This design comes from an exercise in tuning for small area, a short achievable clock period and few clock cycles per item on the open sky130 flow, not from production work.
In this exercise RTL edits were held to simulation tests only and were not proved equivalent to the original.
No activity file was given, so power comes from the tool's default toggle rates.

==> inputs of trial 26 <==
Design floating_carpma, start of the top module:
module floating_carpma #(
	parameter N_BIT 		= 64,
	parameter EXPONENT 		= 11,
	parameter FRACTION      = 52,
	parameter DURUM_UST_BIT = 105,
	parameter BIAS 			= 1023,
	parameter CS1W          = 530,   
	parameter CS2W          = 207
	)
    (
	input 		clk,
	input 		rst,
	input 		start,
	input 		[N_BIT-1:0] carpan,
	input 		[N_BIT-1:0] carpilan,
	output 		[N_BIT-1:0] sonuc,
	output 		ready,
	output 		done
    );
	wire               isaret  = carpan[N_BIT-1] ^ carpilan[N_BIT-1];
	wire [EXPONENT-1:0] us_a   = carpan[N_BIT-2:FRACTION];
	wire [EXPONENT-1:0] us_b   = carpilan[N_BIT-2:FRACTION];
	wire [FRACTION-1:0] fr_a   = carpan[FRACTION-1:0];
	wire [FRACTION-1:0] fr_b   = carpilan[FRACTION-1:0];
	wire a_us1   = (us_a == {EXPONENT{1'b1}});
	wire b_us1   = (us_b == {EXPONENT{1'b1}});
	wire a_fr0   = (fr_a == {FRACTION{1'b0}});
	wire b_fr0   = (fr_b == {FRACTION{1'b0}});
	wire a_us0   = (us_a == {EXPONENT{1'b0}});
	wire b_us0   = (us_b == {EXPONENT{1'b0}});
	wire [EXPONENT-1:0] us_toplam = us_a + us_b - BIAS[EXPONENT-1:0];
	wire [26:0] bk_one, bk_two;    
	wire [25:0] bk_neg;
	booth_kod u_kod (
		.mb({1'b1, fr_b}),
		.onen(bk_one),
		.twon(bk_two),
		.neg(bk_neg)
	);
	reg [FRACTION-1:0] fa_r;
	reg [26:0]         one_r, two_r;
	reg [25:0]         neg_r;
	reg [EXPONENT-1:0] us0_r;
	reg                is0_r;
	reg                a_us1_r, b_us1_r, a_us0_r, b_us0_r, a_fr0_r, b_fr0_r;
	reg                v0;
  ...
export LEC_CHECK = 0
export CAP_MARGIN = 20
export CORE_MARGIN = 2
export CORE_UTILIZATION = 45
export CTS_BUF_LIST = sky130_fd_sc_hd__clkbuf_8 sky130_fd_sc_hd__clkbuf_4
export SETUP_SLACK_MARGIN = 2.7
export SLEW_MARGIN = 20
export SYNTH_HIERARCHICAL = 1
export SYNTH_MINIMUM_KEEP_SIZE = 0
create_clock -name core_clock -period 6.0 [get_ports {clk}]
run.sh (not shown) runs the stock make flow with config.mk's settings and CLKGATE_MAP_FILE= SYNTH_SCRIPT=/design/flow/synth_recipe.tcl, a recipe that flattens the netlist after the stock synthesis.
==> inputs of build 4, as changes to trial 26 <==
--- a/flow/config.mk
+++ b/flow/config.mk
@@ -10,5 +10,6 @@
 export CORE_UTILIZATION = 45
 export CTS_BUF_LIST = sky130_fd_sc_hd__clkbuf_8 sky130_fd_sc_hd__clkbuf_4
-export SETUP_SLACK_MARGIN = 2.7
+export PLACE_DENSITY = 0.75
+export SETUP_SLACK_MARGIN = 3.0
 export SLEW_MARGIN = 20
 export SYNTH_HIERARCHICAL = 1
==> key figures <==
Finish
  • Filler cells: 17,500
  • Seq area share: 0.237
  • Post-route insts no fill: between 9,000 and 10,000

Detailed routing
  • Met2 WL post-DR: 132,000 um
  • Drt first pass iters: 7

Pwr
  • Power Sequential: around 14 mW
  • Combinational power share: 0.601

Global route
  • Initial antenna violation count: 17
  • GRT Overall Usage: 0.313
  • GR Util met1: 0.383

CTS
  • Post-CTS Setup Inserts: 25
  • CTS buffer count: 185

Placed design
  • DP Worst Slack: roughly 2200 ps

STA
  • Final WS setup: roughly 2700 ps

Run status
  • Run status: complete, no violations

Critical path
  • Slowest stage cell, crit path: dfxtp_4
(the above is from trial 26)
==> key figures <==
Run status
  • Run status: complete, no violations

Pwr
  • Combinational power share: 0.610
  • Power Sequential: 13.1 mW

STA
  • Minimum clock period: 3130 ps
  • Final WS setup: ~2900 ps

Critical path
  • Slowest stage cell, crit path: fa_1
  • Worst path most repeated cell: fa_1
  • Worst r2r src: neg_r[3]

Global route
  • GR Util met1: 0.365
  • GRT Overall Usage: 0.336

Detailed routing
  • Drt first pass iters: 13
  • Met2 WL post-DR: 138,000 um

Finish
  • Post-route insts no fill: 9,975
  • Seq area share: 0.230

Placed design
  • DP Worst Slack: 2070 ps

CTS
  • Post-CTS Setup Inserts: roughly 150
(the above is from build 4)
Testbench counts of trial 26, summed over its fixed seeds: cycles 3,232, ops 3,200.
Testbench counts of build 4, summed over its fixed seeds: cycles 3,232, ops 3,200.

-- what the ideal ports hide --
The flow's constraints put no driver on any port. The routed layouts listed below were extracted and timed again, unchanged, in two steps.
Step 1 sets driving cells, clkbuf_16 on the clock port and buf_2 on the other inputs (assumed; they add their load-dependent delay and slew).
Step 2 also shifts input and output timing later by t, the mid clock arrival at the registers, as if the neighbouring blocks saw the same clock.
Slacks: no drivers / after step 1 / after step 2; pairs: no drivers / after step 1.
run | t, ns | setup WS [ns] | hold WS [ns] | worst setup path at the end | pins driven straight from the clock port
trial 26 | 1.075 | 2.700 / 2.700 / 2.177 | 0.318 / 0.318 / 0.318 | input to register | 1
build 4 | 1.101 | 2.872 / 2.872 / 2.298 | 0.324 / 0.324 / 0.324 | input to register | 1
After both steps every run listed still meets setup and hold. The setup slack of build 4, which loses most, moves by 0.000 ns with the drivers and by -0.574 ns with both steps.
